This design comes from an exercise in tuning for small area, a short achievable clock period and few clock cycles on the open sky130 flow, not from production work.
At most, simulation tests tie the RTL to the original design; equivalence was not proved.
No activity file was given, so power comes from the tool's default toggle rates.

==> module cordic, before the edit <==
module cordic (
    input  wire        clk,
    input  wire        rst_n,
    input  wire        start,
    input  wire [15:0] x_in,
    input  wire [15:0] y_in,
    input  wire [15:0] z_in,
    output reg         done,
    output wire [15:0] x_out,
    output wire [15:0] y_out,
    output wire [15:0] z_out
);
    reg [15:0] x, y, z;
    reg        busy;
    reg [3:0]  it;            
    wire [3:0] i_x = it, i_y = it, i_z = it;
    function [15:0] add16;
        input [15:0] a, b;
        input ci;
        reg [15:0] p, g, pp, gg;
        begin
            p = a ^ b;
            g = a & b;
            gg = g; pp = p;
            gg[0] = g[0] | (p[0] & ci);
            gg[15] = gg[15] | (pp[15] & gg[14]); pp[15] = pp[15] & pp[14];
            gg[13] = gg[13] | (pp[13] & gg[12]); pp[13] = pp[13] & pp[12];
            gg[11] = gg[11] | (pp[11] & gg[10]); pp[11] = pp[11] & pp[10];
            gg[9] = gg[9] | (pp[9] & gg[8]); pp[9] = pp[9] & pp[8];
            gg[7] = gg[7] | (pp[7] & gg[6]); pp[7] = pp[7] & pp[6];
            gg[5] = gg[5] | (pp[5] & gg[4]); pp[5] = pp[5] & pp[4];
            gg[3] = gg[3] | (pp[3] & gg[2]); pp[3] = pp[3] & pp[2];
            gg[1] = gg[1] | (pp[1] & gg[0]); pp[1] = pp[1] & pp[0];
            gg[15] = gg[15] | (pp[15] & gg[13]); pp[15] = pp[15] & pp[13];
            gg[14] = gg[14] | (pp[14] & gg[13]); pp[14] = pp[14] & pp[13];
            gg[11] = gg[11] | (pp[11] & gg[9]); pp[11] = pp[11] & pp[9];
            gg[10] = gg[10] | (pp[10] & gg[9]); pp[10] = pp[10] & pp[9];
            gg[7] = gg[7] | (pp[7] & gg[5]); pp[7] = pp[7] & pp[5];
            gg[6] = gg[6] | (pp[6] & gg[5]); pp[6] = pp[6] & pp[5];
            gg[3] = gg[3] | (pp[3] & gg[1]); pp[3] = pp[3] & pp[1];
            gg[2] = gg[2] | (pp[2] & gg[1]); pp[2] = pp[2] & pp[1];
            gg[15] = gg[15] | (pp[15] & gg[11]); pp[15] = pp[15] & pp[11];
            gg[14] = gg[14] | (pp[14] & gg[11]); pp[14] = pp[14] & pp[11];
            gg[13] = gg[13] | (pp[13] & gg[11]); pp[13] = pp[13] & pp[11];
            gg[12] = gg[12] | (pp[12] & gg[11]); pp[12] = pp[12] & pp[11];
            gg[7] = gg[7] | (pp[7] & gg[3]); pp[7] = pp[7] & pp[3];
            gg[6] = gg[6] | (pp[6] & gg[3]); pp[6] = pp[6] & pp[3];
            gg[5] = gg[5] | (pp[5] & gg[3]); pp[5] = pp[5] & pp[3];
            gg[4] = gg[4] | (pp[4] & gg[3]); pp[4] = pp[4] & pp[3];
            gg[15] = gg[15] | (pp[15] & gg[7]); pp[15] = pp[15] & pp[7];
            gg[14] = gg[14] | (pp[14] & gg[7]); pp[14] = pp[14] & pp[7];
            gg[13] = gg[13] | (pp[13] & gg[7]); pp[13] = pp[13] & pp[7];
            gg[12] = gg[12] | (pp[12] & gg[7]); pp[12] = pp[12] & pp[7];
            gg[11] = gg[11] | (pp[11] & gg[7]); pp[11] = pp[11] & pp[7];
            gg[10] = gg[10] | (pp[10] & gg[7]); pp[10] = pp[10] & pp[7];
            gg[9] = gg[9] | (pp[9] & gg[7]); pp[9] = pp[9] & pp[7];
            gg[8] = gg[8] | (pp[8] & gg[7]); pp[8] = pp[8] & pp[7];
            add16 = p ^ {gg[14:0], ci};
        end
    endfunction
    function [15:0] zadd;
        input [3:0] i;
        input neg;
        begin
            case ({neg, i})
                {1'b0, 4'd0}: zadd = 16'he000;   
                {1'b1, 4'd0}: zadd = 16'h2000;   
                {1'b0, 4'd1}: zadd = 16'hed1c;   
                {1'b1, 4'd1}: zadd = 16'h12e4;   
                {1'b0, 4'd2}: zadd = 16'hf605;   
                {1'b1, 4'd2}: zadd = 16'h09fb;   
                {1'b0, 4'd3}: zadd = 16'hfaef;   
                {1'b1, 4'd3}: zadd = 16'h0511;   
                {1'b0, 4'd4}: zadd = 16'hfd75;   
                {1'b1, 4'd4}: zadd = 16'h028b;   
                {1'b0, 4'd5}: zadd = 16'hfeba;   
                {1'b1, 4'd5}: zadd = 16'h0146;   
                {1'b0, 4'd6}: zadd = 16'hff5d;   
                {1'b1, 4'd6}: zadd = 16'h00a3;   
                {1'b0, 4'd7}: zadd = 16'hffaf;   
                {1'b1, 4'd7}: zadd = 16'h0051;   
                {1'b0, 4'd8}: zadd = 16'hffd7;   
                {1'b1, 4'd8}: zadd = 16'h0029;   
                {1'b0, 4'd9}: zadd = 16'hffec;   
                {1'b1, 4'd9}: zadd = 16'h0014;   
                {1'b0, 4'd10}: zadd = 16'hfff6;   
                {1'b1, 4'd10}: zadd = 16'h000a;   
                {1'b0, 4'd11}: zadd = 16'hfffb;   
                {1'b1, 4'd11}: zadd = 16'h0005;   
                default: zadd = 16'h0000;
            endcase
        end
    endfunction
    function signed [15:0] shr;
        input signed [15:0] v;
        input [3:0] s;
        begin
            shr = v >>> s;
        end
    endfunction
    wire        neg = z[15];
    wire [15:0] xs  = shr(x, i_x);
    wire [15:0] ys  = shr(y, i_y);
    wire [15:0] xn  = add16(x, neg ? ys : ~ys, ~neg);
    wire [15:0] yn  = add16(y, neg ? ~xs : xs, neg);
    wire [15:0] zn  = add16(z, zadd(i_z, neg), 1'b0);
    always @(posedge clk) begin
        if (start) begin
            x <= x_in;
            y <= y_in;
            z <= z_in;
        end else begin
            x <= xn;
            y <= yn;
            z <= zn;
        end
    end
    always @(posedge clk) begin
        if (start) it <= 4'd0;
        else       it <= it + 4'd1;
    end
    wire last = it == 4'd11;
    always @(posedge clk or negedge rst_n) begin
        if (!rst_n) begin
            busy <= 1'b0;
            done <= 1'b0;
        end else begin
            done <= busy && last;
            if (start)     busy <= 1'b1;
            else if (last) busy <= 1'b0;
        end
    end
    assign x_out = x;
    assign y_out = y;
    assign z_out = z;
endmodule
clock: 10.0 ns
lec_check: 0
cap_margin: 20
core_margin: 2
core_utilization: 40
cts_buf_list: sky130_fd_sc_hd__clkbuf_4 sky130_fd_sc_hd__clkbuf_8
cts_cluster_diameter: 100
cts_cluster_size: 30
slew_margin: 20
standard.sh (not shown) runs the stock make flow with config.mk's settings and CLKGATE_MAP_FILE= SYNTH_SCRIPT=/design/flow/synth_recipe.tcl, a recipe that flattens the netlist after the stock synthesis.
==> flow/flow/run.sh <==
#!/bin/bash
# The standard layout with three changes:
# - synthesis is the standard script, with ABC's mapping script replaced by
#   flow/abc_map.script (the registers are mapped before ABC runs, so they
#   are the standard synthesis's);
# - the port buffers are made from the smallest buffer cell;
# - timing repair aims at a setup slack of 6 ns.
set -euo pipefail
here=$(pwd)
{
  head -n 1 synth_recipe.tcl
  echo "proc abc {args} { set i [lsearch \$args -script]; lset args [expr {\$i + 1}] $here/flow/abc_map.script; yosys abc {*}\$args }"
  tail -n +2 synth_recipe.tcl
} > flow_synth.tcl
export BUFFER_PORTS_ARGS="-buffer_cell sky130_fd_sc_hd__buf_1"
bash standard.sh SYNTH_SCRIPT="$here/flow_synth.tcl" SETUP_SLACK_MARGIN=6 finish > standard.log 2>&1
==> flow/flow/abc_map.script <==
strash
dch
map -D 2500
topo
buffer -c
upsize -c -D 2500
dnsize -c -D 2500
Testbench counts at the start, summed over its fixed seeds: cycles 12,488.
Change:
--- a/flow/design.v
+++ b/flow/design.v
@@ -9,14 +9,16 @@
     output wire [15:0] x_out,
     output wire [15:0] y_out,
     output wire [15:0] z_out
 );
     reg [15:0] x, y, z;
     reg        busy;
-    reg [3:0]  it;            
-    wire [3:0] i_x = it, i_y = it, i_z = it;
+    reg [3:0]  ia, ib;
+    wire [3:0] i_x = ia;
+    wire [3:0] i_y = ~ib;
+    wire [3:0] i_z = ia;
     function [15:0] add16;
         input [15:0] a, b;
         input ci;
         reg [15:0] p, g, pp, gg;
         begin
             p = a ^ b;
@@ -113,16 +115,21 @@
             x <= xn;
             y <= yn;
             z <= zn;
         end
     end
     always @(posedge clk) begin
-        if (start) it <= 4'd0;
-        else       it <= it + 4'd1;
+        if (start) begin
+            ia <= 4'd0;
+            ib <= 4'd15;
+        end else begin
+            ia <= ia + 4'd1;
+            ib <= ib - 4'd1;
+        end
     end
-    wire last = it == 4'd11;
+    wire last = ia == 4'd11;
     always @(posedge clk or negedge rst_n) begin
         if (!rst_n) begin
             busy <= 1'b0;
             done <= 1'b0;
         end else begin
             done <= busy && last;
- The new run finished with timing, DRC and antenna clean
- worst setup slack is better by 0.11 ns
- global-route usage increases by 0.28 points
- sequential share of layout area increases by 1.2 points
- hold slack is worse by 0.0094 ns
- die area increases by 2.9%
- final area increases by 1.0%
- clock power increases by 45%
- count of clock-buffer cells in the layout increases by 6
- cell count increases by 2.1%
- sequential power increases by 7.4%
Testbench counts after the change, summed over its fixed seeds: cycles 12,488.

== gamma ==
cordic with an RTL version that a note above also has.
Size in the first run: about 1000 cells after synthesis, ~100 I/O pins, roughly 6000 um2 of cells after synthesis.
==> module cordic, before the edit <==
module cordic (
    input  wire        clk,
    input  wire        rst_n,
    input  wire        start,
    input  wire [15:0] x_in,
    input  wire [15:0] y_in,
    input  wire [15:0] z_in,
    output reg         done,
    output wire [15:0] x_out,
    output wire [15:0] y_out,
    output wire [15:0] z_out
);
    reg [15:0] x, y, z;
    reg        busy;
    reg [3:0]  ia, ib;
    wire [3:0] i_x = ia;
    wire [3:0] i_y = ~ib;
    wire [3:0] i_z = ia;
    function [15:0] add16;
        input [15:0] a, b;
        input ci;
        reg [15:0] p, g, pp, gg;
        begin
            p = a ^ b;
            g = a & b;
            gg = g; pp = p;
            gg[0] = g[0] | (p[0] & ci);
            gg[15] = gg[15] | (pp[15] & gg[14]); pp[15] = pp[15] & pp[14];
            gg[13] = gg[13] | (pp[13] & gg[12]); pp[13] = pp[13] & pp[12];
            gg[11] = gg[11] | (pp[11] & gg[10]); pp[11] = pp[11] & pp[10];
            gg[9] = gg[9] | (pp[9] & gg[8]); pp[9] = pp[9] & pp[8];
            gg[7] = gg[7] | (pp[7] & gg[6]); pp[7] = pp[7] & pp[6];
            gg[5] = gg[5] | (pp[5] & gg[4]); pp[5] = pp[5] & pp[4];
            gg[3] = gg[3] | (pp[3] & gg[2]); pp[3] = pp[3] & pp[2];
            gg[1] = gg[1] | (pp[1] & gg[0]); pp[1] = pp[1] & pp[0];
            gg[15] = gg[15] | (pp[15] & gg[13]); pp[15] = pp[15] & pp[13];
            gg[14] = gg[14] | (pp[14] & gg[13]); pp[14] = pp[14] & pp[13];
            gg[11] = gg[11] | (pp[11] & gg[9]); pp[11] = pp[11] & pp[9];
            gg[10] = gg[10] | (pp[10] & gg[9]); pp[10] = pp[10] & pp[9];
            gg[7] = gg[7] | (pp[7] & gg[5]); pp[7] = pp[7] & pp[5];
            gg[6] = gg[6] | (pp[6] & gg[5]); pp[6] = pp[6] & pp[5];
            gg[3] = gg[3] | (pp[3] & gg[1]); pp[3] = pp[3] & pp[1];
            gg[2] = gg[2] | (pp[2] & gg[1]); pp[2] = pp[2] & pp[1];
            gg[15] = gg[15] | (pp[15] & gg[11]); pp[15] = pp[15] & pp[11];
            gg[14] = gg[14] | (pp[14] & gg[11]); pp[14] = pp[14] & pp[11];
            gg[13] = gg[13] | (pp[13] & gg[11]); pp[13] = pp[13] & pp[11];
            gg[12] = gg[12] | (pp[12] & gg[11]); pp[12] = pp[12] & pp[11];
            gg[7] = gg[7] | (pp[7] & gg[3]); pp[7] = pp[7] & pp[3];
            gg[6] = gg[6] | (pp[6] & gg[3]); pp[6] = pp[6] & pp[3];
            gg[5] = gg[5] | (pp[5] & gg[3]); pp[5] = pp[5] & pp[3];
            gg[4] = gg[4] | (pp[4] & gg[3]); pp[4] = pp[4] & pp[3];
            gg[15] = gg[15] | (pp[15] & gg[7]); pp[15] = pp[15] & pp[7];
            gg[14] = gg[14] | (pp[14] & gg[7]); pp[14] = pp[14] & pp[7];
            gg[13] = gg[13] | (pp[13] & gg[7]); pp[13] = pp[13] & pp[7];
            gg[12] = gg[12] | (pp[12] & gg[7]); pp[12] = pp[12] & pp[7];
            gg[11] = gg[11] | (pp[11] & gg[7]); pp[11] = pp[11] & pp[7];
            gg[10] = gg[10] | (pp[10] & gg[7]); pp[10] = pp[10] & pp[7];
            gg[9] = gg[9] | (pp[9] & gg[7]); pp[9] = pp[9] & pp[7];
            gg[8] = gg[8] | (pp[8] & gg[7]); pp[8] = pp[8] & pp[7];
            add16 = p ^ {gg[14:0], ci};
        end
    endfunction
    function [15:0] zadd;
        input [3:0] i;
        input neg;
        begin
            case ({neg, i})
                {1'b0, 4'd0}: zadd = 16'he000;   
                {1'b1, 4'd0}: zadd = 16'h2000;   
                {1'b0, 4'd1}: zadd = 16'hed1c;   
                {1'b1, 4'd1}: zadd = 16'h12e4;   
                {1'b0, 4'd2}: zadd = 16'hf605;   
                {1'b1, 4'd2}: zadd = 16'h09fb;   
                {1'b0, 4'd3}: zadd = 16'hfaef;   
                {1'b1, 4'd3}: zadd = 16'h0511;   
                {1'b0, 4'd4}: zadd = 16'hfd75;   
                {1'b1, 4'd4}: zadd = 16'h028b;   
                {1'b0, 4'd5}: zadd = 16'hfeba;   
                {1'b1, 4'd5}: zadd = 16'h0146;   
                {1'b0, 4'd6}: zadd = 16'hff5d;   
                {1'b1, 4'd6}: zadd = 16'h00a3;   
                {1'b0, 4'd7}: zadd = 16'hffaf;   
                {1'b1, 4'd7}: zadd = 16'h0051;   
                {1'b0, 4'd8}: zadd = 16'hffd7;   
                {1'b1, 4'd8}: zadd = 16'h0029;   
                {1'b0, 4'd9}: zadd = 16'hffec;   
                {1'b1, 4'd9}: zadd = 16'h0014;   
                {1'b0, 4'd10}: zadd = 16'hfff6;   
                {1'b1, 4'd10}: zadd = 16'h000a;   
                {1'b0, 4'd11}: zadd = 16'hfffb;   
                {1'b1, 4'd11}: zadd = 16'h0005;   
                default: zadd = 16'h0000;
            endcase
        end
    endfunction
    function signed [15:0] shr;
        input signed [15:0] v;
        input [3:0] s;
        begin
            shr = v >>> s;
        end
    endfunction
    wire        neg = z[15];
    wire [15:0] xs  = shr(x, i_x);
    wire [15:0] ys  = shr(y, i_y);
    wire [15:0] xn  = add16(x, neg ? ys : ~ys, ~neg);
    wire [15:0] yn  = add16(y, neg ? ~xs : xs, neg);
    wire [15:0] zn  = add16(z, zadd(i_z, neg), 1'b0);
    always @(posedge clk) begin
        if (start) begin
            x <= x_in;
            y <= y_in;
            z <= z_in;
        end else begin
            x <= xn;
            y <= yn;
            z <= zn;
        end
    end
    always @(posedge clk) begin
        if (start) begin
            ia <= 4'd0;
            ib <= 4'd15;
        end else begin
            ia <= ia + 4'd1;
            ib <= ib - 4'd1;
        end
    end
    wire last = ia == 4'd11;
    always @(posedge clk or negedge rst_n) begin
        if (!rst_n) begin
            busy <= 1'b0;
            done <= 1'b0;
        end else begin
            done <= busy && last;
            if (start)     busy <= 1'b1;
            else if (last) busy <= 1'b0;
        end
    end
    assign x_out = x;
    assign y_out = y;
    assign z_out = z;
endmodule
==> flow/config.mk <==
export PLATFORM = sky130hd
export DESIGN_NAME = cordic
export DESIGN_NICKNAME = cordic
export VERILOG_FILES = /design/flow/design.v
export SDC_FILE = /design/flow/constraint.sdc
export NUM_CORES = 4
export LEC_CHECK = 0
export ABC_AREA = 1
export CAP_MARGIN = 20
export CORE_MARGIN = 2
export CORE_UTILIZATION = 40
export SLEW_MARGIN = 20
==> flow/constraint.sdc <==
create_clock -name core_clock -period 10.0 [get_ports {clk}]
set_input_delay 2.0000 -clock core_clock [delete_from_list [all_inputs] [get_ports {clk}]]
set_output_delay 2.0000 -clock core_clock [all_outputs]
set_load 0.01 [all_outputs]
==> flow/flow/run.sh <==
#!/bin/bash
# Standard layout, with the port buffers made from the smallest buffer cell
# and timing repair aimed at a setup slack of 6 ns.
set -euo pipefail
export BUFFER_PORTS_ARGS="-buffer_cell sky130_fd_sc_hd__buf_1"
bash standard.sh SETUP_SLACK_MARGIN=6 finish > standard.log 2>&1
Testbench counts of gamma, summed over its fixed seeds: cycles 12,488.
Input-level comparison between delta and gamma:
--- a/flow/design.v
+++ b/flow/design.v
@@ -100,12 +100,12 @@
             shr = v >>> s;
         end
     endfunction
     wire        neg = z[15];
-    wire [15:0] xs  = shr(x, i_x);
-    wire [15:0] ys  = shr(y, i_y);
-    wire [15:0] xn  = add16(x, neg ? ys : ~ys, ~neg);
-    wire [15:0] yn  = add16(y, neg ? ~xs : xs, neg);
+    wire [15:0] xsi = shr(neg ? ~x : x, i_x);    
+    wire [15:0] ysi = shr(neg ? y : ~y, i_y);    
+    wire [15:0] xn  = add16(x, ysi, ~neg);
+    wire [15:0] yn  = add16(y, xsi, neg);
     wire [15:0] zn  = add16(z, zadd(i_z, neg), 1'b0);
     always @(posedge clk) begin
         if (start) begin
             x <= x_in;
==> run notes <==
Delta(via count of the routed design, delta - gamma) > 0
Relative to gamma, delta degrades worst slew slack as a fraction of its limit.
On share of power burned in combinational logic: delta sits above gamma.
From gamma to delta the numbers moved as follows: flip-flop and latch count held, achievable frequency went up by 2.5 MHz, mean area per synthesized cell barely changed, placeable core area picked up an extra 3.8%, horizontal die dimension +about 1.5%.
Per the comparison of delta with gamma, total power after layout rose by 110 uW, share of total power in the clock network decreased 0.7 points.
Relative to gamma, the placement row count measured on delta has increased by a few percent.
No functional check of the RTL was part of delta.

==> static timing again, ports no longer ideal <==
No port has a modelled driver above. Below, the same layouts with a new extraction and two added sets of constraints. Step 1 (the two cells are an assumption about what drives the block):
set clk [get_ports {clk}]
set_driving_cell -lib_cell sky130_fd_sc_hd__clkbuf_16 $clk
set_driving_cell -lib_cell sky130_fd_sc_hd__buf_2 [delete_from_list [all_inputs] $clk]
Step 2 moves the port delays by t, midway between the first and last clock arrival at a register: inputs arrive t later, outputs are due t later. That takes back most of the time a late clock gives input paths. Three values: ideal, step 1, step 2; two values: the first two.
run | shift t [ns] | setup slack, ns | worst setup path after step 2
the first run of note 1 | 0.370 | 6.162 / 6.162 / 6.162 | register to register
the second run of note 1 | 0.408 | 6.268 / 6.268 / 6.268 | register to register
gamma | 0.375 | 6.331 / 6.331 / 6.331 | register to register
delta | 0.374 | 6.364 / 6.364 / 6.125 | input to register
After both steps every run listed still meets setup and hold. For delta, which loses most, drivers alone change the setup slack by 0.000 ns; drivers and shift together by -0.239 ns.
